This design comes from an exercise in tuning for small area, a short achievable clock period and few clock cycles per item on the open sky130 flow, not from production work. At most, simulation tests tie the RTL to the original design; equivalence was not proved. No functional check of the RTL was part of runs 1, 2, 4 and 5. Power and IR drop assume default switching activity.

===== flow/config.mk =====
export PLATFORM = sky130hd
export DESIGN_NAME = sa_top
export DESIGN_NICKNAME = sa_top
export VERILOG_FILES = /design/flow/design.v
export SDC_FILE = /design/flow/constraint.sdc
export NUM_CORES = 4
export LEC_CHECK = 0
export CAP_MARGIN = 20
export CORE_MARGIN = 2
export CORE_UTILIZATION = 40
export PLACE_DENSITY = 0.6
export SETUP_SLACK_MARGIN = 1.7
export SLEW_MARGIN = 20

===== flow/constraint.sdc =====
create_clock -name core_clock -period 4.2 [get_ports {clk_i}]
set_input_delay 0.8400 -clock core_clock [delete_from_list [all_inputs] [get_ports {clk_i}]]
set_output_delay 0.8400 -clock core_clock [all_outputs]
set_load 0.01 [all_outputs]

===== flow/design.v =====
module booth_enc (
    input  logic [3:0] x_i,
    output logic [5:0] xe_o
);
  assign xe_o[0] = x_i[1];
  assign xe_o[1] = x_i[0];
  assign xe_o[2] = x_i[1] & ~x_i[0];
  assign xe_o[3] = x_i[3];
  assign xe_o[4] = x_i[2] ^ x_i[1];
  assign xe_o[5] = (x_i[3] & ~x_i[2] & ~x_i[1]) | (~x_i[3] & x_i[2] & x_i[1]);
endmodule
module mac_cell #(
    parameter int CW = 4,                
    localparam int NC = 16 / CW          
) (
    input  logic              clk_i,
    input  logic              v_i,       
    input  logic              clr_i,     
    input  logic [5:0]        xe_i,      
    input  logic [7:0]        w_i,
    output logic [15:0]       acc_o,     
    output logic [NC-1:0]     cy_o       
);
  wire neg0 = xe_i[0];
  wire one0 = v_i & xe_i[1];
  wire two0 = v_i & xe_i[2];
  wire neg1 = xe_i[3];
  wire one1 = v_i & xe_i[4];
  wire two1 = v_i & xe_i[5];
  wire [8:0] ws = {w_i[7], w_i};
  wire [8:0] m0 = ({9{one0}} & ws) | ({9{two0}} & {w_i, 1'b0});
  wire [8:0] m1 = ({9{one1}} & ws) | ({9{two1}} & {w_i, 1'b0});
  wire [9:0] p0 = {m0[8], m0} ^ {10{neg0}};   
  wire [9:0] p1 = {m1[8], m1} ^ {10{neg1}};   
  wire [15:0] xa = {{6{p0[9]}}, p0};
  wire [15:0] ya = {{4{p1[9]}}, p1, 2'b00};
  logic [15:0]   acc_q;
  logic [NC-1:0] cy_q;
  wire  [15:0]   a  = clr_i ? 16'd0 : acc_q;
  wire  [NC-1:0] ci = clr_i ? '0 : cy_q;
  logic [15:0] s, c;
  always_comb begin
    s = '0;
    c = '0;
    s[0] = a[0]; c[0] = xa[0];
    s[1] = a[1]; c[1] = xa[1];
    c[2] = neg1;
    for (int i = 2; i < 16; i++) begin
      s[i] = a[i] ^ xa[i] ^ ya[i];
      if (i < 15) c[i+1] = (a[i] & xa[i]) | (a[i] & ya[i]) | (xa[i] & ya[i]);
    end
  end
  logic [15:0]   sum;
  logic [NC-1:0] co;
  always_comb begin
    for (int k = 0; k < NC; k++) begin
      logic cc;
      cc = (k == 0) ? neg0 : ci[k];
      for (int i = k * CW; i < (k + 1) * CW; i++) begin
        sum[i] = s[i] ^ c[i] ^ cc;
        cc     = (s[i] & c[i]) | (s[i] & cc) | (c[i] & cc);
      end
      co[k] = cc;
    end
  end
  always_ff @(posedge clk_i) begin
    acc_q <= sum;
    cy_q  <= {co[NC-2:0], 1'b0};
  end
  assign acc_o = acc_q;
  assign cy_o  = cy_q;
endmodule
module mac_resolve #(
    parameter int CW = 4,
    localparam int NC = 16 / CW
) (
    input  logic [15:0]   acc_i,
    input  logic [NC-1:0] cy_i,
    output logic [15:0]   y_o
);
  logic [15:0] cv;
  always_comb begin
    cv = '0;
    for (int k = 1; k < NC; k++) cv[k*CW] = cy_i[k];
  end
  assign y_o = acc_i + cv;
endmodule
module sa_top (
    input  logic          clk_i,
    input  logic          rst_ni,
    input  logic          s_valid_i,
    input  logic          s_last_i,
    input  logic          m_ready_i,
    output logic          s_ready_o,
    output logic          m_valid_o,
    output logic          m_last_o,
    input  logic [ 15:0]  sx_data_i,
    input  logic [ 63:0]  sk_data_i,
    output logic [ 63:0]  m_data_o
);
  localparam int R  = 4;
  localparam int C  = 8;
  localparam int CW = 2;   
  localparam int NC = 16 / CW;
  logic adv_q;   
  wire  adv_n;
  logic [23:0] x0;   
  logic [63:0] w0;
  logic        v0, l0;
  logic [2:0]  cnt;   
  wire hold = l0 && (cnt != 3'd7);
  wire go0  = v0 && !hold;   
  logic rdy_q;   
  assign s_ready_o = rdy_q;
  logic [23:0] xenc;
  for (genvar r = 0; r < R; r++) begin : g_enc
    booth_enc u_enc (.x_i(sx_data_i[4*r +: 4]), .xe_o(xenc[6*r +: 6]));
  end
  always_ff @(posedge clk_i)
    if (s_ready_o) begin
      x0 <= xenc;
      w0 <= sk_data_i;
      l0 <= s_last_i;
    end
  always_ff @(posedge clk_i)
    if (!rst_ni) v0 <= 1'b0;
    else if (s_ready_o) v0 <= s_valid_i;
  always_ff @(posedge clk_i)
    if (!rst_ni) cnt <= 3'd7;
    else if (adv_q) begin
      if (go0 && l0) cnt <= 3'd0;
      else if (cnt != 3'd7) cnt <= cnt + 3'd1;
    end
  logic [C:1]  vs, ls;
  logic [23:0] xs [1:C-1];
  logic [7:0]  ws [1:C-1][1:C-1];   
  always_ff @(posedge clk_i)
    if (!rst_ni) vs <= '0;
    else if (adv_q) vs <= {vs[C-1:1], go0};
  always_ff @(posedge clk_i)
    if (adv_q) ls <= {ls[C-1:1], l0};
  for (genvar j = 1; j < C; j++) begin : g_stage
    always_ff @(posedge clk_i)
      if (adv_q) xs[j] <= (j == 1) ? x0 : xs[j-1];
    for (genvar c = j; c < C; c++) begin : g_w
      always_ff @(posedge clk_i)
        if (adv_q) ws[j][c] <= (j == 1) ? w0[8*c +: 8] : ws[j-1][c];
    end
  end
  logic [15:0]   acc [C][R];
  logic [NC-1:0] cy  [C][R];
  logic [C-1:0]  fc;   
  logic [C-1:0] act_q;
  wire       v0_n   = s_ready_o ? s_valid_i : v0;
  wire       l0_n   = s_ready_o ? s_last_i : l0;
  wire [2:0] cnt_n  = !adv_q ? cnt : (go0 && l0) ? 3'd0 : (cnt != 3'd7) ? cnt + 3'd1 : cnt;
  wire       hold_n = l0_n && (cnt_n != 3'd7);
  wire       go0_n  = v0_n && !hold_n;
  wire [C-1:1] vs_n = adv_q ? {vs[C-2:1], go0} : vs[C-1:1];
  wire [C-1:0] act_n = {C{adv_n}} & {vs_n, go0_n};
  logic [C-1:0] clr_q;
  always_ff @(posedge clk_i)
    if (!rst_ni) act_q <= '0;
    else act_q <= act_n;
  for (genvar c = 0; c < C; c++) begin : g_col
    wire        vc = act_q[c];
    wire        lc = (c == 0) ? l0 : ls[c];
    wire [23:0] xc = (c == 0) ? x0 : xs[c];
    wire [7:0]  wc = (c == 0) ? w0[7:0] : ws[c][c];
    always_ff @(posedge clk_i)
      if (!rst_ni) fc[c] <= 1'b1;
      else if (vc) fc[c] <= lc;
    wire fc_n = vc ? lc : fc[c];
    always_ff @(posedge clk_i)
      if (!rst_ni) clr_q[c] <= 1'b0;
      else clr_q[c] <= act_n[c] && fc_n;
    for (genvar r = 0; r < R; r++) begin : g_row
      mac_cell #(.CW(CW)) u_mac (
          .clk_i(clk_i),
          .v_i  (vc),
          .clr_i(clr_q[c]),
          .xe_i (xc[6*r +: 6]),
          .w_i  (wc),
          .acc_o(acc[c][r]),
          .cy_o (cy[c][r])
      );
    end
  end
  wire [C-1:0] sel = vs[C:1] & ls[C:1];
  logic [15:0]   macc [R];
  logic [NC-1:0] mcy  [R];
  always_comb begin
    for (int r = 0; r < R; r++) begin
      macc[r] = '0;
      mcy[r]  = '0;
      for (int c = 0; c < C; c++) begin
        macc[r] = macc[r] | ({16{sel[c]}} & acc[c][r]);
        mcy[r]  = mcy[r]  | ({NC{sel[c]}} & cy[c][r]);
      end
    end
  end
  logic [63:0] pres;
  for (genvar r = 0; r < R; r++) begin : g_res
    mac_resolve #(.CW(CW)) u_res (.acc_i(macc[r]), .cy_i(mcy[r]), .y_o(pres[16*r +: 16]));
  end
  wire push = adv_q && |sel;
  wire pl   = sel[C-1];
  logic        hv, sv, hl, sl;
  logic [63:0] hd, sd;
  wire take = !hv || m_ready_i;   
  always_ff @(posedge clk_i)
    if (take) begin
      hd <= sv ? sd : pres;
      hl <= sv ? sl : pl;
    end
  always_ff @(posedge clk_i)
    if (push && !(take && !sv)) begin
      sd <= pres;
      sl <= pl;
    end
  wire hv_n = take ? (sv || push) : hv;
  wire sv_n = take ? (sv && push) : (sv || push);
  always_ff @(posedge clk_i)
    if (!rst_ni) begin
      hv <= 1'b0;
      sv <= 1'b0;
    end else begin
      hv <= hv_n;
      sv <= sv_n;
    end
  assign adv_n = !(hv_n && sv_n);
  always_ff @(posedge clk_i)
    if (!rst_ni) adv_q <= 1'b1;
    else adv_q <= adv_n;
  assign m_valid_o = hv;
  assign m_last_o  = hl;
  assign m_data_o  = hd;
  always_ff @(posedge clk_i)
    if (!rst_ni) rdy_q <= 1'b1;
    else rdy_q <= adv_n && !(v0_n && hold_n);
endmodule

===== flow/run.sh =====
#!/bin/bash
# synth_recipe.tcl (not shown) runs the flow's synth.tcl, then flattens the netlist and writes it again
# the make line also repeats each setting of config.mk as NAME=value (left out here)
make -C /OpenROAD-flow-scripts/flow DESIGN_CONFIG=/design/flow/config.mk WORK_HOME=/design/flow/orfs CLKGATE_MAP_FILE= SYNTH_SCRIPT=/design/flow/synth_recipe.tcl finish

==> reports/metrics.yaml, run 1 <==
syn_nets: 7898
numCtsBuffers: 163
relSlewSlack_pct: 37.63
p_leak_nw: 43.53
ir_drop_mv: 0.4890
io_pins: 152
setup.worst_path.start_class: "flop"
holdPathEnd: "ws[24][0]"
power_mw: 70.09
clkTransAtPathRegs_ns: 0.07
setup_tns_ns: 0
track_usage_pct: 30.59
holdWs_ns: 0.3948
ant_nets: 0
grt-ovfl-total: 0
ys_ff_latch: 1395
dr.pass1.iters: 10
vias_per_cell: 5.607
die_w_um: 452.0
r2r-end: "hd[14]"
reg2reg_slack_ns: 0.89
min_period_ns: 3.310
cts.sinks: 1395
die_h_um: 452.0
hold_class: "flop to flop"
worst_slack_ns: 0.8897
yosys_warnings: 13
critical_path_class: "flop to flop"
place_ws_ns: 0.4009
dpl_cell_area_mm2: 0.08626
fin_crit_sh_pct: 78.82
clock_path_buffers: 3
dp_hpwl_um: 212500
worstHoldStart: "ws[17][0]"
syn_inst: 6916
holdPathStages: 0
r2r_cells: 12
syn_area_per_cell_um2: 11.61
cts_tree: "done"
rsz0062_at_grt: "true"
final_cells: 10620
crit_start: "ls[8]"
multiInputGateArea_mm2: 0.04857
fmax_mhz: 302.1
regArea_mm2: 0.03419
synthArstFlopShare_pct: 0
insertion_delay_ns: 0.84
power.density_mw_per_mm2: 653.5
grt_pass1_vias: 60390
area.growth.synth_to_final_pct: 33.63
fin_worst_skew_ns: 0.04291
layout.nets: 8794
worstPathArrival_ns: 4.00
grt_pass1_wl_um: 443200
vias: 59550
drtIter0Drc: 7022
num-fill-cells: 16450
post_drt_wl_per_cell_um: 30.08
cp_max_fo: 5
fin_area_mm2: 0.1073
syn_area_mm2: 0.08027
maxSlewViolCount: 0
cts_root_buf: "clkbuf_16"
start_util_pct: 40.20
place.gp.congestion: 1.017
antenna_found_initial: 24
drc: 0
die_area_mm2: 0.2043
synth_enable_flop_cells: 618
drive_gt1_share_pct: 35.95
worst_slew_pin_slew_ns: 0.9355
synth_top_flop_cell: "dfxtp_1"
postCtsHoldBufs: 0
core-area_mm2: 0.1997
synth.distinct_cells: 70
maxCapViolations: 0
grt_max_degree: 101
hold_viol: 0
seq_area_frac_synth_pct: 42.50
final_util_pct: 53.72
wl_um: 319400
cp.required_ns: 4.89
end_kind: "flop"
htreeDepth: 4
rr_startpoint: "ls[8]"
io_buffers: 151
place_inst: 9470
setup_violations: 0
status: "finished clean"
row_count: 164
## metal layers
metal	global-route usage, %	wire, um	part of all wire [%]	vias to the layer above
li1	-	-	-	24610
met1	38.60	117500	37	30320
met2	44.55	135000	42	3579
met3	10.09	39060	12	1022
met4	20.74	27610	8.6	18
met5	0	261	0.082	-
## flip-flops by register name (all words and copies together) (netlist names), 24 cells and up
| register | flops |
|---|---|
| x0 | 24 |
| g_col.g_row.u_mac.cy_q | 224 |
| sd | 64 |
| xs | 168 |
| w0 | 64 |
| ws | 224 |
| g_col.g_row.u_mac.acc_q | 512 |
| hd | 64 |
## cell type report
class	count	share of cell area (%)
Inverter	629	2.228
Clock inverter	82	0.8376
Multi-Input combinational cell	4354	45.28
Clock buffer	223	4.286
Tap cell	2656	3.098
Timing Repair Buffer	1269	12.37
Antenna cell	13	0.03033
Sequential cell	1395	31.87
## timing repair
item	CTS	global route
buffers inserted	642	146
pin swaps	719	584
setup endpoints to repair	846	634
gates cloned	34	11
resized for setup	1534	504
## synthesized netlist by cell type, types with 3 or more instances
master,n,area share [%]
fa_1,864,22
dfxtp_1,777,19
edfxtp_1,618,23
inv_1,596,2.8
xnor2_1,591,6.4
nand2_1,565,2.6
nor2b_1,492,3.8
a22o_1,478,5.2
clkbuf_1,464,2.2
a22oi_1,293,2.7
nand2b_1,279,2.2
xor2_1,161,1.8
o21ai_0,100,0.62
nand3_1,85,0.53
nand4_1,85,0.66
mux2_2,79,1.1
buf_1,67,0.31
nor2_1,36,0.17
ha_1,33,0.51
inv_2,33,0.15
and2_1,25,0.19
a21oi_1,22,0.14
mux2i_1,15,0.19
a31oi_1,14,0.11
nor3_1,14,0.087
buf_2,11,0.069
and3_1,9,0.070
nor3b_1,9,0.084
o31ai_1,9,0.084
nor4_1,7,0.055
o211ai_1,7,0.065
buf_6,6,0.084
nand3b_1,6,0.056
and4_1,5,0.055
a2111oi_0,3,0.033
a21o_1,3,0.028
a2bb2oi_1,3,0.033
buf_4,3,0.028
or2_2,3,0.023
## critical path, cell delays in order, from the launching register on
cell	delay [ns]
edfxtp_1	0.41
and2_4	0.23
buf_12	0.14
a22oi_2	0.33
nand4_1	0.33
ha_4	0.37
a21oi_4	0.20
nor2_2	0.07
o31ai_4	0.08
a21oi_4	0.13
o2111a_1	0.30
or4b_1	0.47
nand3_1	0.08
## report_power, final
part	leakage [nW]	switching (mW)	total, mW	internal [mW]
registers	13.2	5.42	25.1	19.7
clock network	2.66	6.17	14.7	8.57
logic	27.7	15.9	30.3	14.3
total	43.5	27.5	70.1	42.6
## kinds of logic (layout without fill, tap and decap cells)
family | Yosys count | after routing | synth area share [%]
other cells | 0 | 13 | 0
flops | 1395 | 1395 | 42.50
mux | 94 | 94 | 1.295
simple gates | 1633 | 1646 | 10.80
buf+inv | 1180 | 2203 | 5.605
fa+ha+maj | 897 | 897 | 22.06
compound gates | 965 | 965 | 9.532
xor+xnor | 752 | 752 | 8.206
## worst max path at each step
stage	endpoint	slack, ns
2_1_floorplan	sd[0]	-0.58
3_3_place_gp	g_col[1].g_row[2].u_mac.acc_q[15]	0.44
3_5_place_dp	g_col[1].g_row[2].u_mac.acc_q[15]	0.40
4_1_cts	hd[14]	1.05
5_1_grt	hd[28]	0.87
6_report	hd[14]	0.89
## layout by cell type (no fill, tap or decap), types with 35 or more instances in the layout
cell / count
dfxtp_1: 753
buf_4: 661
edfxtp_1: 618
nor2b_1: 491
a22o_1: 473
inv_1: 466
fa_1: 455
nand2_1: 417
fa_2: 409
xnor2_1: 347
nand2b_1: 278
buf_6: 267
xnor2_2: 217
a22oi_1: 207
clkbuf_16: 180
inv_2: 153
buf_12: 129
nand2_2: 118
a22oi_2: 86
xor2_1: 85
nand4_1: 85
nand3_1: 83
clkdlybuf4s50_1: 83
xor2_2: 52
mux2_2: 52
o21ai_4: 51
dlygate4sd2_1: 48
clkbuf_1: 38
and2_4: 35
==> run 2: changes to the inputs <==
--- a/flow/design.v
+++ b/flow/design.v
@@ -21,10 +21,10 @@
     output logic [15:0]       acc_o,     
     output logic [NC-1:0]     cy_o       
 );
-  wire neg0 = xe_i[0];
+  wire neg0 = v_i & xe_i[0];
   wire one0 = v_i & xe_i[1];
   wire two0 = v_i & xe_i[2];
-  wire neg1 = xe_i[3];
+  wire neg1 = v_i & xe_i[3];
   wire one1 = v_i & xe_i[4];
   wire two1 = v_i & xe_i[5];
   wire [8:0] ws = {w_i[7], w_i};
@@ -32,8 +32,8 @@
   wire [8:0] m1 = ({9{one1}} & ws) | ({9{two1}} & {w_i, 1'b0});
   wire [9:0] p0 = {m0[8], m0} ^ {10{neg0}};   
   wire [9:0] p1 = {m1[8], m1} ^ {10{neg1}};   
-  wire [15:0] xa = {{6{p0[9]}}, p0};
-  wire [15:0] ya = {{4{p1[9]}}, p1, 2'b00};
+  wire [15:0] xa = {4'b0000, v_i & ~p0[9], p0[9], p0[9], p0[8:0]};
+  wire [15:0] ya = {4'b0000, v_i & ~p1[9], p1[8:0], 2'b00};
   logic [15:0]   acc_q;
   logic [NC-1:0] cy_q;
   wire  [15:0]   a  = clr_i ? 16'd0 : acc_q;
@@ -76,6 +76,7 @@
 ) (
     input  logic [15:0]   acc_i,
     input  logic [NC-1:0] cy_i,
+    input  logic [3:0]    n_i,    
     output logic [15:0]   y_o
 );
   logic [15:0] cv;
@@ -83,7 +84,7 @@
     cv = '0;
     for (int k = 1; k < NC; k++) cv[k*CW] = cy_i[k];
   end
-  assign y_o = acc_i + cv;
+  assign y_o = acc_i + cv - {n_i, 12'd0};
 endmodule
 module sa_top (
     input  logic          clk_i,
@@ -125,20 +126,26 @@
   always_ff @(posedge clk_i)
     if (!rst_ni) v0 <= 1'b0;
     else if (s_ready_o) v0 <= s_valid_i;
+  logic [3:0] nbeat, kmod;
+  always_ff @(posedge clk_i)
+    if (!rst_ni) nbeat <= 4'd0;
+    else if (adv_q && go0) nbeat <= l0 ? 4'd0 : nbeat + 4'd1;
+  always_ff @(posedge clk_i)
+    if (adv_q && go0 && l0) kmod <= nbeat + 4'd1;
   always_ff @(posedge clk_i)
     if (!rst_ni) cnt <= 3'd7;
     else if (adv_q) begin
       if (go0 && l0) cnt <= 3'd0;
       else if (cnt != 3'd7) cnt <= cnt + 3'd1;
     end
-  logic [C:1]  vs, ls;
+  logic [C-1:1] vs, ls;
   logic [23:0] xs [1:C-1];
   logic [7:0]  ws [1:C-1][1:C-1];   
   always_ff @(posedge clk_i)
     if (!rst_ni) vs <= '0;
-    else if (adv_q) vs <= {vs[C-1:1], go0};
-  always_ff @(posedge clk_i)
-    if (adv_q) ls <= {ls[C-1:1], l0};
+    else if (adv_q) vs <= {vs[C-2:1], go0};
+  always_ff @(posedge clk_i)
+    if (adv_q) ls <= {ls[C-2:1], l0};
   for (genvar j = 1; j < C; j++) begin : g_stage
     always_ff @(posedge clk_i)
       if (adv_q) xs[j] <= (j == 1) ? x0 : xs[j-1];
@@ -186,7 +193,17 @@
       );
     end
   end
-  wire [C-1:0] sel = vs[C:1] & ls[C:1];
+  logic [C-1:0] sel;
+  logic         push;
+  wire [C-1:0] sel_n = adv_q ? ({vs[C-1:1], go0} & {ls[C-1:1], l0}) : sel;
+  always_ff @(posedge clk_i)
+    if (!rst_ni) begin
+      sel  <= '0;
+      push <= 1'b0;
+    end else begin
+      sel  <= sel_n;
+      push <= adv_n && |sel_n;
+    end
   logic [15:0]   macc [R];
   logic [NC-1:0] mcy  [R];
   always_comb begin
@@ -199,36 +216,44 @@
       end
     end
   end
-  logic [63:0] pres;
+  logic          pv, pl;
+  logic [63:0]   mres, pres;
   for (genvar r = 0; r < R; r++) begin : g_res
-    mac_resolve #(.CW(CW)) u_res (.acc_i(macc[r]), .cy_i(mcy[r]), .y_o(pres[16*r +: 16]));
-  end
-  wire push = adv_q && |sel;
-  wire pl   = sel[C-1];
+    mac_resolve #(.CW(CW)) u_res (.acc_i(macc[r]), .cy_i(mcy[r]), .n_i(kmod), .y_o(mres[16*r +: 16]));
+  end
+  always_ff @(posedge clk_i)
+    if (push) begin
+      pres <= mres;
+      pl   <= sel[C-1];
+    end
   logic        hv, sv, hl, sl;
   logic [63:0] hd, sd;
-  wire take = !hv || m_ready_i;   
+  wire take  = !hv || m_ready_i;     
+  wire pmove = pv && (take || !sv);  
   always_ff @(posedge clk_i)
     if (take) begin
       hd <= sv ? sd : pres;
       hl <= sv ? sl : pl;
     end
   always_ff @(posedge clk_i)
-    if (push && !(take && !sv)) begin
+    if (pmove && !(take && !sv)) begin
       sd <= pres;
       sl <= pl;
     end
-  wire hv_n = take ? (sv || push) : hv;
-  wire sv_n = take ? (sv && push) : (sv || push);
+  wire pv_n = push || (pv && !pmove);
+  wire hv_n = take ? (sv || pv) : hv;
+  wire sv_n = take ? (sv && pv) : (sv || pv);
   always_ff @(posedge clk_i)
     if (!rst_ni) begin
+      pv <= 1'b0;
       hv <= 1'b0;
       sv <= 1'b0;
     end else begin
+      pv <= pv_n;
       hv <= hv_n;
       sv <= sv_n;
     end
-  assign adv_n = !(hv_n && sv_n);
+  assign adv_n = !(pv_n && sv_n);
   always_ff @(posedge clk_i)
     if (!rst_ni) adv_q <= 1'b1;
     else adv_q <= adv_n;
--- a/flow/config.mk
+++ b/flow/config.mk
@@ -9,5 +9,5 @@
 export CORE_MARGIN = 2
 export CORE_UTILIZATION = 40
 export PLACE_DENSITY = 0.6
-export SETUP_SLACK_MARGIN = 1.7
+export SETUP_SLACK_MARGIN = 1.3
 export SLEW_MARGIN = 20
==> reports/metrics.yaml, run 2 <==
row_count: 165
ir_drop_mv: 0.5013
fmax_mhz: 300.4
fin_crit_sh_pct: 79.26
rsz0062_at_grt: "true"
hold_viol: 0
postCtsHoldBufs: 0
synth_top_flop_cell: "dfxtp_1"
die_w_um: 455.7
power_mw: 51.06
critical_path_class: "flop to flop"
syn_area_mm2: 0.08160
num-fill-cells: 18040
final_cell_mix: "dfxtp_1 (762), a22oi_1 (758), fa_1 (707)"
layout.nets: 8440
synth_common_cells: "a22oi_1 (815), dfxtp_1 (790), fa_1 (712)"
vias: 56480
numCtsBuffers: 170
wl_um: 284200
worst_slew_pin_slew_ns: 0.9856
synthArstFlopShare_pct: 0
worst_slack_ns: 0.8712
hold_class: "flop to flop"
yosysMostFrequentCell: "a22oi_1"
dr.pass1.iters: 6
largest_register: "g_col.g_row.u_mac.acc_q"
synth_top_area_cell: "edfxtp_1"
clkTransAtPathRegs_ns: 0.06
maxSlewViolCount: 0
synth.top_cells.by_area: "edfxtp_1 (25%), dfxtp_1 (19%), fa_1 (17%)"
dpl_cell_area_mm2: 0.08617
syn_area_per_cell_um2: 11.47
grt_pass1_vias: 55510
die_area_mm2: 0.2076
area.growth.synth_to_final_pct: 20.57
p_leak_nw: 40.47
cts_root_buf: "clkbuf_16"
setup_violations: 0
final_common_cell: "dfxtp_1"
top_regs: "g_col.g_row.u_mac.acc_q x512, g_col.g_row.u_mac.cy_q x224, ws x224"
relSlewSlack_pct: 34.30
track_usage_pct: 26.90
grt_pass1_wl_um: 403400
clock_path_buffers: 3
start_util_pct: 40.29
htreeDepth: 4
end_kind: "flop"
yosys_warnings: 13
final_util_pct: 48.58
drtIter0Drc: 6609
place_ws_ns: 0.5053
min_period_ns: 3.329
place.gp.congestion: 1.004
dp_hpwl_um: 204400
core-area_mm2: 0.2025
status: "finished clean"
insertion_delay_ns: 0.86
ys_ff_latch: 1476
post_drt_wl_per_cell_um: 27.51
syn_nets: 8057
io_buffers: 151
io_pins: 152
antenna_found_initial: 28
synth_enable_flop_cells: 686
die_h_um: 455.7
cts_tree: "done"
grt_max_degree: 141
seq_area_frac_synth_pct: 44.63
synth_top_area_share_pct: 25.24
grt-ovfl-total: 0
ant_nets: 0
largest_reg_flops: 512
drc: 0
worstPathArrival_ns: 3.97
power.density_mw_per_mm2: 519.0
cts.sinks: 1476
fin_area_mm2: 0.09838
regArea_mm2: 0.03652
multiInputGateArea_mm2: 0.04241
cp.required_ns: 4.84
cp_max_fo: 12
fin_worst_skew_ns: 0.04144
syn_inst: 7115
setup.worst_path.start_class: "flop"
vias_per_cell: 5.468
maxCapViolations: 0
drive_gt1_share_pct: 16.75
synth.distinct_cells: 66
run 2: cell count changes after synthesis, moves of 112 or more:
| cell | change |
|---|---|
| and2_1 | +300 |
| a22oi_1 | +522 |
| ha_1 | +112 |
| xor2_1 | -117 |
| a22o_1 | -476 |
| nand2_1 | -137 |
| fa_1 | -152 |
run 2: final cells by class:
cell class | count | share of cell area [%]
Multi-Input combinational cell | 4500 | 43.10
Sequential cell | 1476 | 37.12
Timing Repair Buffer | 780 | 8.227
Clock buffer | 246 | 5.074
Tap cell | 2672 | 3.398
Inverter | 570 | 2.185
Clock inverter | 76 | 0.8724
Antenna cell | 9 | 0.02289
run 2: kinds of logic after synthesis:
kind of cell    Yosys count  share of synthesized area, %
flops                  1476                         44.63
simple gates           1830                         12.60
mux                      87                         1.170
xor+xnor                662                         7.106
buf+inv                1139                         5.259
fa+ha+maj               859                         19.72
compound gates         1062                         9.521
run 2: critical path, stage by stage (launching register included):
cell,delay (ns)
dfxtp_4,0.43
buf_6,0.20
a22oi_1,0.10
and4_1,0.22
ha_1,0.28
inv_2,0.06
ha_4,0.17
o21a_1,0.21
o211ai_2,0.21
a21o_1,0.24
a21oi_4,0.10
o41ai_4,0.40
mux2i_1,0.15
a2111oi_2,0.34
run 2: worst paths after layout:
kind	end	cells after the start	from	slack, ns
worst min register to register	ws[17][5]	0	ws[10][5]	0.40
worst min-delay path	ws[17][5]	0	ws[10][5]	0.40
worst max register to register	pres[15]	13	sel[5]	0.87
worst max-delay path	pres[15]	13	sel[5]	0.87
run 2: layer usage:
layer	wire length (um)	part of all wire [%]	track usage, %	up-vias
li1	-	-	-	24500
met1	121500	43	38.09	28770
met2	120700	42	39.43	2694
met3	29690	10	6.893	507
met4	12190	4.3	10.33	8
met5	57	0.020	0	-
run 2: what timing repair did:
item / CTS / global route
setup endpoints to repair: 304 / 157
resized for setup: 234 / 179
pin swaps: 104 / 82
cloned: 10 / 1
buffers inserted: 239 / 194
run 2: power by group:
group          total [mW]  internal [mW]  switching [mW]
sequential           22.2           18.2            4.03
combinational        13.3           6.34            6.95
clock                15.5           9.13            6.39
run 2: per-stage QoR:
step                      instances  hold WS, ns  setup TNS [ns]
final                         10330       0.3998               0
after global routing          10320       0.4114               0
after CTS                     10130       0.4065               0
after detailed placement       9554       0.4045               0
after global placement         9554       0.4004               0
after floorplan                7115       0.4003         -0.3882
==> run 3: changes to the inputs <==
--- a/flow/design.v
+++ b/flow/design.v
@@ -217,14 +217,23 @@
     end
   end
   logic          pv, pl;
-  logic [63:0]   mres, pres;
+  logic [3:0]    pnb;
+  logic [15:0]   pacc [R];
+  logic [NC-1:0] pcy  [R];
+  logic [63:0]   pres;
   for (genvar r = 0; r < R; r++) begin : g_res
-    mac_resolve #(.CW(CW)) u_res (.acc_i(macc[r]), .cy_i(mcy[r]), .n_i(kmod), .y_o(mres[16*r +: 16]));
-  end
+    mac_resolve #(.CW(CW)) u_res (.acc_i(pacc[r]), .cy_i(pcy[r]), .n_i(pnb), .y_o(pres[16*r +: 16]));
+  end
+  always_ff @(posedge clk_i)
+    if (push)
+      for (int r = 0; r < R; r++) begin
+        pacc[r] <= macc[r];
+        pcy[r]  <= mcy[r];
+      end
   always_ff @(posedge clk_i)
     if (push) begin
-      pres <= mres;
-      pl   <= sel[C-1];
+      pl  <= sel[C-1];
+      pnb <= kmod;
     end
   logic        hv, sv, hl, sl;
   logic [63:0] hd, sd;
--- a/flow/config.mk
+++ b/flow/config.mk
@@ -9,5 +9,5 @@
 export CORE_MARGIN = 2
 export CORE_UTILIZATION = 40
 export PLACE_DENSITY = 0.6
-export SETUP_SLACK_MARGIN = 1.3
+export SETUP_SLACK_MARGIN = 1.45
 export SLEW_MARGIN = 20
==> reports/metrics.yaml, run 3 <==
io_pins: 152
cts_root_buf: "clkbuf_16"
synth.top_cells.by_area: "edfxtp_1 (26%), dfxtp_1 (19%), fa_1 (15%)"
fin_worst_skew_ns: 0.05998
synth_top_area_cell: "edfxtp_1"
drc: 0
crit_chain: "buf_12, nand2b_1, fa_1, fa_1, inv_1, fa_1"
grtUsageMet2_pct: 34.61
ys_ff_latch: 1508
status: "finished clean"
final_cell_mix: "a22oi_1 (784), xnor2_1 (769), dfxtp_1 (762)"
wl_um: 254700
end_kind: "flop"
hold_class: "flop to flop"
vias_per_cell: 5.428
largest_reg_flops: 512
die_w_um: 459.6
syn_area_mm2: 0.08303
ir_drop_mv: 0.4439
worstPathArrival_ns: 3.46
final_util_pct: 46.79
synth_top_area_share_pct: 25.97
fin_crit_sh_pct: 65.50
worst_slew_pin_slew_ns: 0.9661
syn_area_per_cell_um2: 11.37
track_usage_pct: 23.44
setup.worst_path.start_class: "flop"
power.density_mw_per_mm2: 514.9
ant_nets: 0
die_area_mm2: 0.2112
rsz0062_at_grt: "true"
grt-busiest-layer: "met2"
grt.met3_usage_pct: 6.374
cts.sinks: 1508
p_leak_nw: 38.82
crit_slowest_cell: "dfxtp_4"
crit_buf_inv: 2
dr.pass1.iters: 6
critical_path.top_delay_family: "adder cells"
synth_enable_flop_cells: 718
fmax_mhz: 363.5
vias: 56030
dp_hpwl_um: 182200
setup_violations: 0
path_common_cell: "fa_1"
drive_gt1_share_pct: 12.72
power_mw: 49.79
htreeDepth: 4
maxCapViolations: 0
hold_viol: 0
final_common_cell: "a22oi_1"
grt-ovfl-total: 0
synth.distinct_cells: 64
cp.required_ns: 4.91
drtIter0Drc: 6212
syn_nets: 8146
maxSlewViolCount: 0
top_regs: "g_col.g_row.u_mac.acc_q x512, g_col.g_row.u_mac.cy_q x224, ws x224"
start_util_pct: 40.18
grt_pass1_vias: 55300
clkTransAtPathRegs_ns: 0.06
antenna_found_initial: 45
io_buffers: 151
critical_path_class: "flop to flop"
post_drt_wl_per_cell_um: 24.67
yosysMostFrequentCell: "a22oi_1"
yosys_warnings: 17
num-fill-cells: 18660
synth_common_cells: "a22oi_1 (819), dfxtp_1 (790), xnor2_1 (774)"
row_count: 167
max_stage_delay_ns: 0.66
grt_max_degree: 141
clock_path_buffers: 3
relSlewSlack_pct: 35.60
cts_tree: "done"
min_period_ns: 2.751
grt_pass1_wl_um: 366200
die_h_um: 459.6
synthArstFlopShare_pct: 0
grt_use_met1_pct: 33.08
place.gp.congestion: 0.9345
numCtsBuffers: 169
area.growth.synth_to_final_pct: 16.45
syn_inst: 7301
cp_max_fo: 38
synth_top_flop_cell: "dfxtp_1"
largest_register: "g_col.g_row.u_mac.acc_q"
seq_area_frac_synth_pct: 45.01
insertion_delay_ns: 0.86
layout.nets: 8309
core-area_mm2: 0.2067
## run 3: changes by cell type in the layout (fill, tap and decap cells not counted), sizes merged, moves of 32 or more
cell | previous run | this run
buf | 622 | 445
xnor2 | 618 | 774
inv | 580 | 437
nor2b | 535 | 633
fa | 712 | 616
maj3 | 2 | 97
nand2b | 263 | 207
nand4 | 48 | 99
and4 | 49 | 3
nand2 | 428 | 469
xor2 | 44 | 84
edfxtp | 686 | 718
## run 3: power by group
group          leakage (nW)  internal (mW)  switching [mW]
clock                  2.84           8.99            6.49
sequential             13.9           18.6            3.17
combinational          22.0           6.04            6.48
total                  38.8           33.6            16.1
## run 3: cell type report
type / count / area (um2) / area share (%)
clock buffers: 229 / 4730 / 4.891
diodes: 8 / 20.02 / 0.02070
clock inverters: 89 / 1107 / 1.145
well taps: 2704 / 3383 / 3.499
inverters: 430 / 1622 / 1.677
multi-input cells: 4755 / 42410 / 43.86
repair buffers: 600 / 5938 / 6.142
flip-flops and latches: 1508 / 37480 / 38.76
## run 3: per-layer routing
layer	vias to the layer above	part of all wire [%]
met4	12	3.9
met3	525	11
met1	28070	43
met5	-	0.034
li1	24860	-
met2	2564	43
## run 3: worst register-to-register path, delay by kind of cell (launching register included)
kind	cells	cell delay [ns]
flip-flops	1	0.66
AND/OR/NAND/NOR	1	0.23
buffers and inverters	2	0.47
adder cells (fa/ha/maj)	3	1.24
## run 3: final timing paths
path / startpoint / to / slack, ns / depth (start not counted)
setup / recovery: clr_q[2] / g_col[2].g_row[0].u_mac.acc_q[3] / 1.45 / 6
hold / removal: ws[3][0] / ws[10][0] / 0.40 / 0
setup reg to reg: clr_q[2] / g_col[2].g_row[0].u_mac.acc_q[3] / 1.45 / 6
hold reg to reg: ws[3][0] / ws[10][0] / 0.40 / 0
## run 3: logic make-up (layout without fill, tap and decap cells)
family / Yosys count / in the layout / share of synthesized area [%]
adders and majority gates: 857 / 857 / 18.19
buffers and inverters: 1038 / 1348 / 4.813
xor gates and xnor gates: 858 / 858 / 9.050
and+or+nand+nor: 1880 / 1880 / 12.49
other: 0 / 8 / 0
DFF: 1508 / 1508 / 45.01
muxes: 56 / 56 / 0.7338
AOI/OAI and AO/OA: 1104 / 1104 / 9.710
## run 3: repair_timing
item / in CTS / in global routing
setup endpoints to repair: 348 / 204
hold buffers: 0 / 0
pin swaps: 5 / 32
endpoints found under the hold margin: 0 / 0
cloned: 2 / 0
gates resized for setup: 62 / 144
buffers inserted: 138 / 162
## run 3: per-stage QoR
stage               area [um2]  TNS, ns  hold WS (ns)  setup slack, ns  cells
global route             96680        0        0.4160            1.409  10320
detailed placement       86980        0        0.4045           0.9728   9695
floorplan                83160  -0.3042        0.4003          -0.1237   7301
finish                   96690        0        0.3984            1.449  10320
CTS                      94700        0        0.4026            1.412  10150
global placement         86980        0        0.4001            1.003   9695
Testbench counts of run 3, summed over its fixed seeds: cycles 5,488, items 384.
==> run 4: changes to the inputs <==
--- a/flow/design.v
+++ b/flow/design.v
@@ -121,6 +121,7 @@
     if (s_ready_o) begin
       x0 <= xenc;
       w0 <= sk_data_i;
+      wsn[0] <= ~sk_data_i[7:0];
       l0 <= s_last_i;
     end
   always_ff @(posedge clk_i)
@@ -141,6 +142,7 @@
   logic [C-1:1] vs, ls;
   logic [23:0] xs [1:C-1];
   logic [7:0]  ws [1:C-1][1:C-1];   
+  logic [7:0]  wsn [0:C-1];
   always_ff @(posedge clk_i)
     if (!rst_ni) vs <= '0;
     else if (adv_q) vs <= {vs[C-2:1], go0};
@@ -153,6 +155,8 @@
       always_ff @(posedge clk_i)
         if (adv_q) ws[j][c] <= (j == 1) ? w0[8*c +: 8] : ws[j-1][c];
     end
+    always_ff @(posedge clk_i)
+      if (adv_q) wsn[j] <= ~((j == 1) ? w0[8*j +: 8] : ws[j-1][j]);
   end
   logic [15:0]   acc [C][R];
   logic [NC-1:0] cy  [C][R];
@@ -174,6 +178,7 @@
     wire        lc = (c == 0) ? l0 : ls[c];
     wire [23:0] xc = (c == 0) ? x0 : xs[c];
     wire [7:0]  wc = (c == 0) ? w0[7:0] : ws[c][c];
+    wire [7:0]  wcb = ~wsn[c];   
     always_ff @(posedge clk_i)
       if (!rst_ni) fc[c] <= 1'b1;
       else if (vc) fc[c] <= lc;
@@ -187,7 +192,7 @@
           .v_i  (vc),
           .clr_i(clr_q[c]),
           .xe_i (xc[6*r +: 6]),
-          .w_i  (wc),
+          .w_i  ((r < 2) ? wc : wcb),
           .acc_o(acc[c][r]),
           .cy_o (cy[c][r])
       );
--- a/flow/config.mk
+++ b/flow/config.mk
@@ -9,5 +9,5 @@
 export CORE_MARGIN = 2
 export CORE_UTILIZATION = 40
 export PLACE_DENSITY = 0.6
-export SETUP_SLACK_MARGIN = 1.45
+export SETUP_SLACK_MARGIN = 1.6
 export SLEW_MARGIN = 20
==> reports/metrics.yaml, run 4 <==
grt_pass1_vias: 57150
r2r_cells: 10
crit_slowest_cell: "fa_1"
critical_path.top_delay_family: "adder cells"
holdWs_ns: 0.4115
vias_per_cell: 5.386
rsz0062_at_grt: "true"
dr.pass1.iters: 8
insertion_delay_ns: 0.85
synth.distinct_cells: 59
synth_top_area_cell: "edfxtp_1"
synth_common_cells: "dfxtp_1 (790), edfxtp_1 (782), nor2b_1 (629)"
yosys_warnings: 19
track_usage_pct: 24.92
cts.sinks: 1572
min_period_ns: 2.696
htreeDepth: 4
syn_area_per_cell_um2: 11.41
ant_nets: 0
antenna_found_initial: 43
ys_ff_latch: 1572
seq_area_frac_synth_pct: 46.38
clock_path_buffers: 3
fin_area_mm2: 0.1045
critical_path_class: "flop to flop"
fmax_mhz: 370.9
core-area_mm2: 0.2100
rr_startpoint: "pnb[0]"
drc: 0
power.density_mw_per_mm2: 508.1
synth_top_flop_cell: "dfxtp_1"
drive_gt1_share_pct: 22.88
yosysMostFrequentCell: "dfxtp_1"
setup_violations: 0
die_h_um: 464.2
synth_xor_area_share_pct: 8.942
top_regs: "g_col.g_row.u_mac.acc_q x512, g_col.g_row.u_mac.cy_q x224, ws x224"
vias: 59220
die_w_um: 464.2
hold_class: "flop to flop"
syn_inst: 7425
yosys.area_share.adder_pct: 17.84
dpl_cell_area_mm2: 0.08860
end_kind: "flop"
fin_crit_sh_pct: 64.19
synthArstFlopShare_pct: 0
cp.required_ns: 4.78
synth_top_area_share_pct: 27.72
die_area_mm2: 0.2155
layout.nets: 8876
numCtsBuffers: 174
clkTransAtPathRegs_ns: 0.06
grt_pass1_wl_um: 392600
holdPathStages: 0
grt_max_degree: 123
largest_register: "g_col.g_row.u_mac.acc_q"
io_buffers: 151
io_pins: 152
cp_num_cells: 10
wl_um: 279900
row_count: 168
max_stage_delay_ns: 0.49
maxSlewViolCount: 0
synth_top_family_by_area: "adder cells"
yosys.area_share.simple_pct: 12.13
status: "finished clean"
worst_slack_ns: 1.504
syn_area_mm2: 0.08472
largest_reg_flops: 512
drtIter0Drc: 6600
endpoint: "hd[47]"
synth-compound-area-share_pct: 8.979
cts_root_buf: "clkbuf_16"
worst_slew_pin_slew_ns: 0.9936
cts_tree: "done"
reg2reg_slack_ns: 1.50
worstPathArrival_ns: 3.28
relSlewSlack_pct: 33.76
post_drt_wl_per_cell_um: 25.45
setup.worst_path.start_class: "flop"
crit_start: "pnb[0]"
place.gp.congestion: 0.9630
start_util_pct: 40.35
crit_chain: "buf_12, fa_1, inv_2, ha_4, a21o_1, a211oi_2, o2bb2ai_1, a31oi_1, xor2_1, mux2_4"
final_common_cell: "edfxtp_1"
ir_drop_mv: 0.4752
synth_enable_flop_cells: 782
maxCapViolations: 0
synth_mux_area_share_pct: 0.7354
cp_max_fo: 4
area.growth.synth_to_final_pct: 23.38
postCtsHoldBufs: 0
crit_buf_inv: 2
r2r-end: "hd[47]"
p_leak_nw: 42.60
final_cell_mix: "edfxtp_1 (782), dfxtp_1 (762), buf_4 (666)"
syn_nets: 8271
grt-ovfl-total: 0
place_ws_ns: 0.9017
hold_viol: 0
synth.top_cells.by_area: "edfxtp_1 (28%), dfxtp_1 (19%), fa_1 (15%)"
fin_worst_skew_ns: 0.03323
dp_hpwl_um: 194100
[run 4: worst min path at each step]
stage,startpoint,end,slack [ns]
2_1_floorplan,kmod[0],pnb[0],0.40
3_3_place_gp,ws[11][0],ws[18][0],0.40
3_5_place_dp,kmod[1],pnb[1],0.40
4_1_cts,ws[12][1],ws[19][1],0.41
5_1_grt,w0[51],ws[5][3],0.42
6_report,ws[18][6],ws[25][6],0.41
[run 4: layer usage]
metal / vias up / global-route usage, % / routed length [um]
li1: 26120 / - / -
met1: 29740 / 35.22 / 118700
met2: 2804 / 35.32 / 116200
met3: 547 / 6.141 / 28570
met4: 12 / 12.60 / 16350
met5: - / 0 / 81
[run 4: worst reg2reg max path, stage by stage, from the launching register on]
cell	delay, ns
edfxtp_1	0.41
buf_12	0.17
fa_1	0.50
inv_2	0.05
ha_4	0.26
a21o_1	0.17
a211oi_2	0.24
o2bb2ai_1	0.14
a31oi_1	0.07
xor2_1	0.18
mux2_4	0.27
[run 4: timing repair]
item | in CTS | in global routing
setup buffers | 401 | 331
gates cloned | 0 | 4
endpoints found under the hold margin | 0 | 0
pin swaps | 55 | 267
setup endpoints to repair | 430 | 330
resized for setup | 342 | 603
[run 4: logic make-up (layout without fill, tap and decap cells)]
kind of cell / after synthesis / in the layout
and+or+nand+nor: 1873 / 1873
DFF: 1572 / 1572
AOI/OAI and AO/OA: 1102 / 1102
buffers and inverters: 1098 / 1856
xor gates and xnor gates: 865 / 865
adders and majority gates: 858 / 858
muxes: 57 / 57
other: 0 / 7
[run 4: area by class of cell]
| cell class | count | area [um2] |
|---|---|---|
| antenna | 7 | 17.52 |
| multi-input combinational | 4755 | 44530 |
| tap | 2805 | 3510 |
| clock inverter | 96 | 1110 |
| clock buffer | 233 | 4887 |
| fill | 18210 | 105500 |
| inverter | 562 | 2246 |
| timing repair buffer | 962 | 8816 |
| sequential | 1572 | 39400 |
| timing repair inverter | 3 | 20.02 |
[run 4: through the flow]
step                util [%]  power [mW]  cells  TNS, ns
finish                 49.78       53.12  11000        0
global route           49.77       55.66  10990        0
CTS                    47.35       51.62  10650        0
detailed placement     42.19       34.24   9923        0
global placement       42.19       33.80   9923        0
floorplan                  -       29.60   7425   -6.779
[run 4: report_power, final]
group	switching, mW	internal [mW]	total (mW)
clock	6.62	9.46	16.1
combinational	7.85	6.89	14.7
sequential	2.83	19.5	22.3
==> run 5: changes to the inputs <==
--- a/flow/design.v
+++ b/flow/design.v
@@ -118,7 +118,7 @@
     booth_enc u_enc (.x_i(sx_data_i[4*r +: 4]), .xe_o(xenc[6*r +: 6]));
   end
   always_ff @(posedge clk_i)
-    if (s_ready_o) begin
+    if (s_ready_o || !v0) begin
       x0 <= xenc;
       w0 <= sk_data_i;
       wsn[0] <= ~sk_data_i[7:0];
--- a/flow/config.mk
+++ b/flow/config.mk
@@ -9,5 +9,5 @@
 export CORE_MARGIN = 2
 export CORE_UTILIZATION = 40
 export PLACE_DENSITY = 0.6
-export SETUP_SLACK_MARGIN = 1.6
+export SETUP_SLACK_MARGIN = 1.5
 export SLEW_MARGIN = 20
==> reports/metrics.yaml, run 5 <==
die_h_um: 464.3
syn_nets: 8274
dp_hpwl_um: 193400
grt_pass1_wl_um: 380000
die_w_um: 464.3
hold_class: "flop to flop"
synth.distinct_cells: 58
worstPathArrival_ns: 3.44
max_stage_delay_ns: 0.56
setup_violations: 0
rr_startpoint: "wsn[1][5]"
vias_per_cell: 5.403
r2r-end: "g_col[1].g_row[2].u_mac.acc_q[9]"
yosysMostFrequentCell: "dfxtp_1"
synth_top_area_share_pct: 27.75
htreeDepth: 4
grt_use_met1_pct: 33.15
holdPathStages: 0
layout.nets: 8564
start_util_pct: 40.35
row_count: 168
area.growth.synth_to_final_pct: 18.05
rsz0062_at_grt: "true"
final_cells: 10690
largest_register: "g_col.g_row.u_mac.acc_q"
synth.top_cells.by_area: "edfxtp_1 (28%), dfxtp_1 (19%), fa_1 (15%)"
numCtsBuffers: 176
clock_path_buffers: 3
status: "finished clean"
synth_top_flop_cell: "dfxtp_1"
core-area_mm2: 0.2100
place_inst: 9931
ys_ff_latch: 1572
end_kind: "flop"
power.density_mw_per_mm2: 496.4
synth_top_area_cell: "edfxtp_1"
maxSlewViolCount: 0
grt-ovfl-total: 0
relSlewSlack_pct: 33.50
synth_enable_flop_cells: 783
maxCapViolations: 0
grt_max_degree: 128
final_common_cell: "edfxtp_1"
reg2reg_slack_ns: 1.49
seq_area_frac_synth_pct: 46.39
crit_slowest_cell: "edfxtp_1"
fin_area_mm2: 0.1000
dr.pass1.iters: 8
syn_inst: 7428
post_drt_wl_per_cell_um: 25.02
io_buffers: 151
place.gp.congestion: 0.9828
synthArstFlopShare_pct: 0
dpl_cell_area_mm2: 0.08864
cts_root_buf: "clkbuf_16"
cp_max_fo: 7
grtUsageMet2_pct: 35.11
vias: 57780
antenna_found_initial: 34
io_pins: 152
die_area_mm2: 0.2155
crit_buf_inv: 0
ant_nets: 0
top_regs: "g_col.g_row.u_mac.acc_q x512, g_col.g_row.u_mac.cy_q x224, ws x224"
drc: 0
track_usage_pct: 23.97
min_period_ns: 2.709
cp.required_ns: 4.93
drive_gt1_share_pct: 15.09
crit_chain: "o22ai_2, xor2_2, and2_1, xnor2_1, xnor2_1, fa_1, fa_1"
drtIter0Drc: 6566
synth_common_cells: "dfxtp_1 (789), edfxtp_1 (783), nor2b_1 (629)"
syn_area_mm2: 0.08474
largest_reg_flops: 512
postCtsHoldBufs: 0
syn_area_per_cell_um2: 11.41
worst_slew_pin_slew_ns: 0.9975
fin_worst_skew_ns: 0.04102
hold_viol: 0
holdPathEnd: "ws[11][6]"
cts.sinks: 1572
cts_tree: "done"
power_mw: 49.65
fin_crit_sh_pct: 64.50
grt.met3_usage_pct: 6.789
clkTransAtPathRegs_ns: 0.06
critical_path.top_delay_family: "adder cells"
yosys_warnings: 19
critical_path_class: "flop to flop"
grt_pass1_vias: 55640
insertion_delay_ns: 0.86
final_cell_mix: "edfxtp_1 (783), dfxtp_1 (761), nor2b_1 (596)"
grt-busiest-layer: "met2"
r2r_cells: 7
ir_drop_mv: 0.5010
p_leak_nw: 40.76
setup.worst_path.start_class: "flop"
wl_um: 267600
fmax_mhz: 369.1
worstHoldStart: "ws[4][6]"
run 5: kinds of logic (layout without fill, tap and decap cells):
kind of cell | after synthesis | count (layout) | synth area share (%)
DFF | 1572 | 1572 | 46.39
AOI/OAI and AO/OA | 1100 | 1100 | 8.970
adders and majority gates | 858 | 858 | 17.84
other | 0 | 17 | 0
muxes | 55 | 55 | 0.7087
buffers and inverters | 1099 | 1543 | 4.991
and+or+nand+nor | 1878 | 1878 | 12.15
xor gates and xnor gates | 866 | 866 | 8.951
run 5: area by class of cell:
| class | count | area, um2 |
|---|---|---|
| diodes | 17 | 42.54 |
| clock buffers | 218 | 4693 |
| clock inverters | 114 | 1351 |
| fillers | 18790 | 110000 |
| inverters | 563 | 2178 |
| multi-input cells | 4757 | 42730 |
| flip-flops and latches | 1572 | 39410 |
| well taps | 2805 | 3510 |
| repair buffers | 646 | 6107 |
| repair inverters | 2 | 10.01 |
run 5: how the worst max path moves through the flow:
| stage | startpoint | end | slack [ns] | cells after the start |
|---|---|---|---|---|
| 2_1_floorplan | adv_q | rdy_q | -1.10 | 5 |
| 3_3_place_gp | act_q[4] | g_col[4].g_row[0].u_mac.acc_q[3] | 1.03 | 6 |
| 3_5_place_dp | act_q[4] | g_col[4].g_row[0].u_mac.acc_q[7] | 1.00 | 5 |
| 4_1_cts | ws[8][7] | g_col[2].g_row[0].u_mac.acc_q[13] | 1.49 | 7 |
| 5_1_grt | pnb[0] | hd[31] | 1.41 | 10 |
| 6_report | wsn[1][5] | g_col[1].g_row[2].u_mac.acc_q[9] | 1.49 | 7 |
run 5: routing by layer:
metal	part of all wire, %	wire [um]	vias to the layer above
met1	42	112400	29000
met5	0.017	46	-
met2	42	113200	2746
met4	5.0	13500	8
met3	11	28390	523
li1	-	-	25510
run 5: repair_timing:
item | in CTS | in global routing
endpoints found under the setup margin | 314 | 274
resized for setup | 133 | 259
buffers inserted | 156 | 256
gates cloned | 0 | 2
pin swaps | 11 | 64
run 5: report_power, final:
group | internal (mW) | leakage (nW) | switching [mW]
clock network | 9.58 | 2.96 | 6.74
logic | 5.22 | 23.2 | 5.93
registers | 19.1 | 14.6 | 3.06
total | 33.9 | 40.8 | 15.7
run 5: metrics by stage:
stage | utilization [%] | setup slack, ns | setup TNS [ns] | hold WS (ns)
5_1_grt | 47.62 | 1.410 | 0 | 0.4196
6_report | 47.64 | 1.491 | 0 | 0.3921
3_3_place_gp | 42.21 | 1.030 | 0 | 0.4041
3_5_place_dp | 42.21 | 1.003 | 0 | 0.4045
4_1_cts | 46.03 | 1.495 | 0 | 0.3969
2_1_floorplan | - | -1.102 | -20.65 | 0.4003
==> run 6: changes to the inputs <==
--- a/flow/design.v
+++ b/flow/design.v
@@ -76,7 +76,6 @@
 ) (
     input  logic [15:0]   acc_i,
     input  logic [NC-1:0] cy_i,
-    input  logic [3:0]    n_i,    
     output logic [15:0]   y_o
 );
   logic [15:0] cv;
@@ -84,7 +83,7 @@
     cv = '0;
     for (int k = 1; k < NC; k++) cv[k*CW] = cy_i[k];
   end
-  assign y_o = acc_i + cv - {n_i, 12'd0};
+  assign y_o = acc_i + cv;
 endmodule
 module sa_top (
     input  logic          clk_i,
@@ -121,7 +120,6 @@
     if (s_ready_o || !v0) begin
       x0 <= xenc;
       w0 <= sk_data_i;
-      wsn[0] <= ~sk_data_i[7:0];
       l0 <= s_last_i;
     end
   always_ff @(posedge clk_i)
@@ -142,7 +140,6 @@
   logic [C-1:1] vs, ls;
   logic [23:0] xs [1:C-1];
   logic [7:0]  ws [1:C-1][1:C-1];   
-  logic [7:0]  wsn [0:C-1];
   always_ff @(posedge clk_i)
     if (!rst_ni) vs <= '0;
     else if (adv_q) vs <= {vs[C-2:1], go0};
@@ -155,8 +152,6 @@
       always_ff @(posedge clk_i)
         if (adv_q) ws[j][c] <= (j == 1) ? w0[8*c +: 8] : ws[j-1][c];
     end
-    always_ff @(posedge clk_i)
-      if (adv_q) wsn[j] <= ~((j == 1) ? w0[8*j +: 8] : ws[j-1][j]);
   end
   logic [15:0]   acc [C][R];
   logic [NC-1:0] cy  [C][R];
@@ -178,7 +173,6 @@
     wire        lc = (c == 0) ? l0 : ls[c];
     wire [23:0] xc = (c == 0) ? x0 : xs[c];
     wire [7:0]  wc = (c == 0) ? w0[7:0] : ws[c][c];
-    wire [7:0]  wcb = ~wsn[c];   
     always_ff @(posedge clk_i)
       if (!rst_ni) fc[c] <= 1'b1;
       else if (vc) fc[c] <= lc;
@@ -192,7 +186,7 @@
           .v_i  (vc),
           .clr_i(clr_q[c]),
           .xe_i (xc[6*r +: 6]),
-          .w_i  ((r < 2) ? wc : wcb),
+          .w_i  (wc),
           .acc_o(acc[c][r]),
           .cy_o (cy[c][r])
       );
@@ -222,23 +216,21 @@
     end
   end
   logic          pv, pl;
-  logic [3:0]    pnb;
   logic [15:0]   pacc [R];
   logic [NC-1:0] pcy  [R];
   logic [63:0]   pres;
   for (genvar r = 0; r < R; r++) begin : g_res
-    mac_resolve #(.CW(CW)) u_res (.acc_i(pacc[r]), .cy_i(pcy[r]), .n_i(pnb), .y_o(pres[16*r +: 16]));
+    mac_resolve #(.CW(CW)) u_res (.acc_i(pacc[r]), .cy_i(pcy[r]), .y_o(pres[16*r +: 16]));
   end
   always_ff @(posedge clk_i)
     if (push)
       for (int r = 0; r < R; r++) begin
-        pacc[r] <= macc[r];
+        pacc[r] <= {macc[r][15:12] - kmod, macc[r][11:0]};
         pcy[r]  <= mcy[r];
       end
   always_ff @(posedge clk_i)
     if (push) begin
       pl  <= sel[C-1];
-      pnb <= kmod;
     end
   logic        hv, sv, hl, sl;
   logic [63:0] hd, sd;
--- a/flow/config.mk
+++ b/flow/config.mk
@@ -9,5 +9,5 @@
 export CORE_MARGIN = 2
 export CORE_UTILIZATION = 40
 export PLACE_DENSITY = 0.6
-export SETUP_SLACK_MARGIN = 1.5
+export SETUP_SLACK_MARGIN = 1.55
 export SLEW_MARGIN = 20
==> reports/metrics.yaml, run 6 <==
ir_drop_mv: 0.5146
synthArstFlopShare_pct: 0
drc: 0
final_cells: 10200
drive_gt1_share_pct: 17.15
clkTransAtPathRegs_ns: 0.06
synth_enable_flop_cells: 715
fmax_mhz: 368.3
cts_root_buf: "clkbuf_16"
power.share.switching_pct: 31.64
io_pins: 152
p_clk_share_pct: 33.2
row_count: 165
power_mw: 46.26
dp_hpwl_um: 180200
setup_violations: 0
hold_class: "flop to flop"
largest_register: "g_col.g_row.u_mac.acc_q"
synth_mux_area_share_pct: 0.8585
switchingPower_mw: 14.64
synth.distinct_cells: 54
drtIter0Drc: 5894
grt_max_degree: 129
cts_tree: "done"
synth.top_cells.by_area: "edfxtp_1 (26%), dfxtp_1 (19%), fa_1 (15%)"
vias_per_cell: 5.455
r2r_cells: 3
syn_area_per_cell_um2: 11.57
grt_pass1_vias: 53770
relSlewSlack_pct: 39.07
place.gp.congestion: 0.9161
p_leak_nw: 38.35
synth_xor_area_share_pct: 9.255
vias: 55660
power.share.combinational_pct: 21.7
place_inst: 9415
dr.pass1.iters: 6
status: "finished clean"
internal-power_mw: 31.62
grt_pass1_wl_um: 364300
worst_slack_ns: 1.485
hold_viol: 0
yosys.area_share.simple_pct: 12.39
final_util_pct: 47.80
synth_top_family_by_area: "adder cells"
ys_ff_latch: 1504
numCtsBuffers: 170
maxSlewViolCount: 0
synth_top_flop_cell: "dfxtp_1"
crit_slowest_cell: "a22oi_1"
setup.worst_path.start_class: "flop"
yosys.area_share.adder_pct: 17.86
dpl_cell_area_mm2: 0.08542
antenna_found_initial: 24
p_seq_share_pct: 45.1
reg2reg_slack_ns: 1.49
ant_nets: 0
worstPathArrival_ns: 3.12
die_area_mm2: 0.2080
crit_chain: "buf_4, a22oi_1, nand4_1"
fin_worst_skew_ns: 0.07649
yosysMostFrequentCell: "a22oi_1"
syn_nets: 7873
seq_area_frac_synth_pct: 45.58
syn_inst: 7066
synth_top_area_cell: "edfxtp_1"
end_kind: "flop"
max_stage_delay_ns: 0.62
critical_path_class: "flop to flop"
layout.nets: 8179
track_usage_pct: 23.80
insertion_delay_ns: 0.88
core-area_mm2: 0.2027
worstHoldStart: "ws[5][2]"
setup_tns_ns: 0
num-fill-cells: 18060
top_regs: "g_col.g_row.u_mac.acc_q x512, g_col.g_row.u_mac.cy_q x224, ws x224"
wl_um: 256800
rsz0062_at_grt: "true"
cp.required_ns: 4.61
area.growth.synth_to_final_pct: 18.52
io_buffers: 151
final_cell_mix: "xnor2_1 (779), dfxtp_1 (762), edfxtp_1 (715)"
fin_crit_sh_pct: 64.64
die_h_um: 456.1
fin_area_mm2: 0.09691
holdPathStages: 0
holdWs_ns: 0.4143
cp_max_fo: 31
min_period_ns: 2.715
power.density_mw_per_mm2: 477.4
synth-compound-area-share_pct: 9.466
final_common_cell: "xnor2_1"
syn_area_mm2: 0.08177
holdPathEnd: "ws[12][2]"
worst_slew_pin_slew_ns: 0.9129
synth_top_area_share_pct: 26.26
r2r-end: "pacc[0][0]"
rr_startpoint: "sel[0]"
start_util_pct: 40.33
cts.sinks: 1504
maxCapViolations: 0
grt-ovfl-total: 0
largest_reg_flops: 512
die_w_um: 456.1
place_ws_ns: 1.058
synth_common_cells: "a22oi_1 (812), dfxtp_1 (789), xnor2_1 (786)"
htreeDepth: 4
post_drt_wl_per_cell_um: 25.17
clock_path_buffers: 3
yosys_warnings: 17
-- run 6: worst max path at each step --
stage / endpoint / depth (start not counted) / start / slack (ns)
global route: g_col[1].g_row[2].u_mac.acc_q[3] / 9 / ws[0][1] / 1.46
floorplan: clr_q[1] / 4 / adv_q / 0.007
CTS: g_col[4].g_row[1].u_mac.acc_q[11] / 9 / ws[24][7] / 1.52
finish: pacc[0][0] / 3 / sel[0] / 1.49
detailed placement: g_col[4].g_row[1].u_mac.acc_q[9] / 6 / ws[24][7] / 1.06
global placement: g_col[0].g_row[2].u_mac.acc_q[11] / 6 / x0[13] / 1.09
-- run 6: repair_timing --
item	4_1_cts	5_1_grt
cloned	2	0
pin swaps	8	64
setup buffers	249	206
resized for setup	107	284
endpoints found under the setup margin	412	269
hold buffers	0	0
-- run 6: area by class of cell --
type / count / area (um2) / area share [%]
antenna: 9 / 22.52 / 0.02324
clock buffer: 217 / 4591 / 4.737
clock inverter: 105 / 1179 / 1.216
inverter: 322 / 1212 / 1.251
multi-input combinational: 4624 / 41960 / 43.30
sequential: 1504 / 37360 / 38.56
tap: 2672 / 3343 / 3.450
timing repair buffer: 750 / 7238 / 7.469
-- run 6: cells by family after synthesis --
group,Yosys count
xor+xnor,864
compound gates,1050
flops,1504
fa+ha+maj,819
simple gates,1827
mux,64
buf+inv,938
-- run 6: metal layers --
layer  vias to the layer above  track usage, %  wire, um
met5                         -               0        46
li1                      24500               -         -
met1                     28140           34.58    111900
met2                      2546           34.55    108300
met4                         8           7.841      9229
met3                       470           5.921     27330
-- run 6: critical path, delay by kind of cell (launching register included) --
family / cells / cell delay (ns)
buffers and inverters: 1 / 0.41
AND/OR/NAND/NOR: 1 / 0.57
AO/OA/AOI/OAI: 1 / 0.62
flip-flops: 1 / 0.55
-- run 6: power groups by stage --
stage / registers (mW) / clock network (mW) / logic [mW]
floorplan: 19.2 / 0 / 7.04
global placement: 21.4 / 0 / 8.09
detailed placement: 21.4 / 0 / 8.48
CTS: 20.8 / 15.6 / 9.37
global route: 21.0 / 16.2 / 11.2
finish: 20.8 / 15.4 / 10.0
Testbench counts of run 6, summed over its fixed seeds: cycles 5,488, items 384.
==> run 7: changes to the inputs <==
--- a/flow/config.mk
+++ b/flow/config.mk
@@ -9,5 +9,5 @@
 export CORE_MARGIN = 2
 export CORE_UTILIZATION = 40
 export PLACE_DENSITY = 0.6
-export SETUP_SLACK_MARGIN = 1.55
+export SETUP_SLACK_MARGIN = 1.45
 export SLEW_MARGIN = 20
==> reports/metrics.yaml, run 7 <==
ant_nets: 0
cts.sinks: 1504
dr.pass1.iters: 6
layout.nets: 8017
synthArstFlopShare_pct: 0
num-fill-cells: 18250
drc: 0
clock_path_buffers: 3
cts_root_buf: "clkbuf_16"
relSlewSlack_pct: 30.92
worstPathArrival_ns: 3.54
start_util_pct: 40.33
insertion_delay_ns: 0.86
final_cell_mix: "a22oi_1 (790), xnor2_1 (786), dfxtp_1 (762)"
area.growth.synth_to_final_pct: 16.08
r2r-end: "g_col[3].g_row[1].u_mac.acc_q[13]"
track_usage_pct: 23.39
ys_ff_latch: 1504
antenna_found_initial: 34
maxCapViolations: 0
setup.worst_path.start_class: "flop"
io_pins: 152
hold_class: "flop to flop"
grt_pass1_wl_um: 360700
end_kind: "flop"
die_w_um: 456.1
final_common_cell: "a22oi_1"
io_buffers: 151
synth_top_flop_cell: "dfxtp_1"
endpoint: "g_col[3].g_row[1].u_mac.acc_q[13]"
status: "finished clean"
wl_um: 249200
seq_area_frac_synth_pct: 45.58
hold_viol: 0
largest_register: "g_col.g_row.u_mac.acc_q"
grt-ovfl-total: 0
largest_reg_flops: 512
place.gp.congestion: 0.9074
fin_crit_sh_pct: 66.41
worst_slew_pin_slew_ns: 1.036
cp.required_ns: 4.95
syn_nets: 7873
synth_common_cells: "a22oi_1 (812), dfxtp_1 (789), xnor2_1 (786)"
synth_top_area_share_pct: 26.26
dp_hpwl_um: 181300
rr_startpoint: "xs[3][7]"
ir_drop_mv: 0.5232
row_count: 165
setup_tns_ns: 0
die_h_um: 456.1
drtIter0Drc: 6362
top_regs: "g_col.g_row.u_mac.acc_q x512, g_col.g_row.u_mac.cy_q x224, ws x224"
syn_area_per_cell_um2: 11.57
synth.top_cells.by_area: "edfxtp_1 (26%), dfxtp_1 (19%), fa_1 (15%)"
yosysMostFrequentCell: "a22oi_1"
syn_inst: 7066
post_drt_wl_per_cell_um: 24.81
grt_pass1_vias: 53590
rsz0062_at_grt: "true"
synth_top_area_cell: "edfxtp_1"
yosys_warnings: 17
power.density_mw_per_mm2: 490.0
r2r_cells: 7
grt_max_degree: 83
numCtsBuffers: 175
cts_tree: "done"
multiInputGateArea_mm2: 0.04112
postCtsHoldBufs: 0
syn_area_mm2: 0.08177
synth_enable_flop_cells: 715
reg2reg_slack_ns: 1.41
final_util_pct: 46.82
drive_gt1_share_pct: 12.45
crit_start: "xs[3][7]"
p_leak_nw: 37.59
fmax_mhz: 358.5
critical_path_class: "flop to flop"
die_area_mm2: 0.2080
min_period_ns: 2.789
cp_max_fo: 3
htreeDepth: 4
vias_per_cell: 5.446
vias: 54700
fin_worst_skew_ns: 0.07306
synth.distinct_cells: 54
clkTransAtPathRegs_ns: 0.06
maxSlewViolCount: 0
core-area_mm2: 0.2027
setup_violations: 0
regArea_mm2: 0.03736
run 7: cell types whose count changed in the layout (fill, tap and decap cells not counted), sizes merged:
cell | previous run | this run
bufinv | 15 | 20
clkinvlp | 8 | 7
clkinv | 72 | 58
dlygate4sd2 | 9 | 0
buf | 593 | 431
clkbuf | 221 | 233
diode | 9 | 10
bufbuf | 1 | 0
inv | 332 | 335
clkdlybuf4s50 | 141 | 151
dlymetal6s2s | 2 | 0
run 7: worst min-delay path by stage:
stage / from / endpoint / cells past startpoint
2_1_floorplan: w0[8] / ws[0][0] / 0
3_3_place_gp: w0[28] / ws[2][4] / 0
3_5_place_dp: ws[5][0] / ws[12][0] / 0
4_1_cts: w0[58] / ws[6][2] / 0
5_1_grt: w0[58] / ws[6][2] / 0
6_report: ws[4][4] / ws[11][4] / 0
run 7: metrics by stage:
stage / total power, mW / area [um2] / hold WS (ns) / instances / setup slack (ns)
after floorplan: 26.19 / 81800 / 0.4003 / 7066 / 0.006820
after global placement: 29.46 / 85420 / 0.4021 / 9410 / 0.8396
after detailed placement: 29.86 / 85420 / 0.4045 / 9410 / 0.8427
after CTS: 46.37 / 93310 / 0.4003 / 9880 / 1.451
after global routing: 48.74 / 94890 / 0.4179 / 10040 / 1.381
final: 46.51 / 94910 / 0.4065 / 10050 / 1.411
run 7: cell type report:
cell class / count / area share (%)
multi-input combinational: 4624 / 43.32
sequential: 1504 / 39.37
timing repair buffer: 583 / 5.998
clock buffer: 232 / 5.155
tap: 2672 / 3.522
clock inverter: 98 / 1.335
inverter: 322 / 1.273
antenna: 10 / 0.02637
run 7: repair_timing:
item | CTS | global route
gates resized for setup | 43 | 90
cloned | 1 | 1
setup buffers | 139 | 154
setup endpoints to repair | 336 | 155
pin swaps | 0 | 6
run 7: kinds of logic (layout without fill, tap and decap cells):
logic type / count (synthesis) / after routing / share of synthesized area (%)
AO/OA/AOI/OAI: 1050 / 1050 / 9.466
AND/OR/NAND/NOR: 1827 / 1827 / 12.39
multiplexers: 64 / 64 / 0.8585
buffers and inverters: 938 / 1235 / 4.601
XOR/XNOR: 864 / 864 / 9.255
flip-flops: 1504 / 1504 / 45.58
other: 0 / 10 / 0
adder cells (fa/ha/maj): 819 / 819 / 17.86
run 7: per-layer routing:
metal | vias to the layer above | global-route usage [%] | part of all wire [%]
li1 | 24140 | - | -
met1 | 27620 | 33.97 | 44
met2 | 2496 | 34.17 | 43
met3 | 431 | 5.749 | 10
met4 | 10 | 7.421 | 3.3
met5 | - | 0 | 0.023
run 7: worst max-delay path, cell delays in order (launching register included):
cell and delay [ns]:
edfxtp_1 0.49, o21ai_0 0.37, xor2_2 0.20, buf_4 0.18, and2_1 0.16, fa_1 0.51, fa_1 0.47, ha_1 0.31
run 7: report_power, final:
part / total (mW) / switching [mW] / internal (mW)
sequential: 20.9 / 2.87 / 18.0
combinational: 9.44 / 4.91 / 4.53
clock: 16.2 / 6.63 / 9.54

separate check: timing with driven ports:
In the flow no input, the clock included, has a driving cell. The finished layouts below were timed again as built, in two steps.
Step 1: set_driving_cell puts a clkbuf_16 on clk_i and a buf_2 on each other input, an assumption about the parent block.
Step 2, shift: input delay + t, output delay - t, t = (earliest + latest rising clock arrival at the registers) / 2. This alone moves slack from input paths to output paths.
a / b / c = ideal / step 1 / step 2; a / b = the first two.
| run | t (ns) | slack for setup (ns) |
|---|---|---|
| run 1 | 0.907 | 0.890 / 0.890 / 0.890 |
| run 2 | 0.926 | 0.871 / 0.871 / 0.871 |
| run 3 | 0.916 | 1.449 / 1.449 / 1.175 |
| run 4 | 0.923 | 1.504 / 1.504 / 1.118 |
| run 5 | 0.915 | 1.491 / 1.491 / 1.057 |
| run 6 | 0.926 | 1.485 / 1.485 / 1.262 |
| run 7 | 0.916 | 1.411 / 1.411 / 0.874 |
After both steps setup and hold are still met in every run listed.
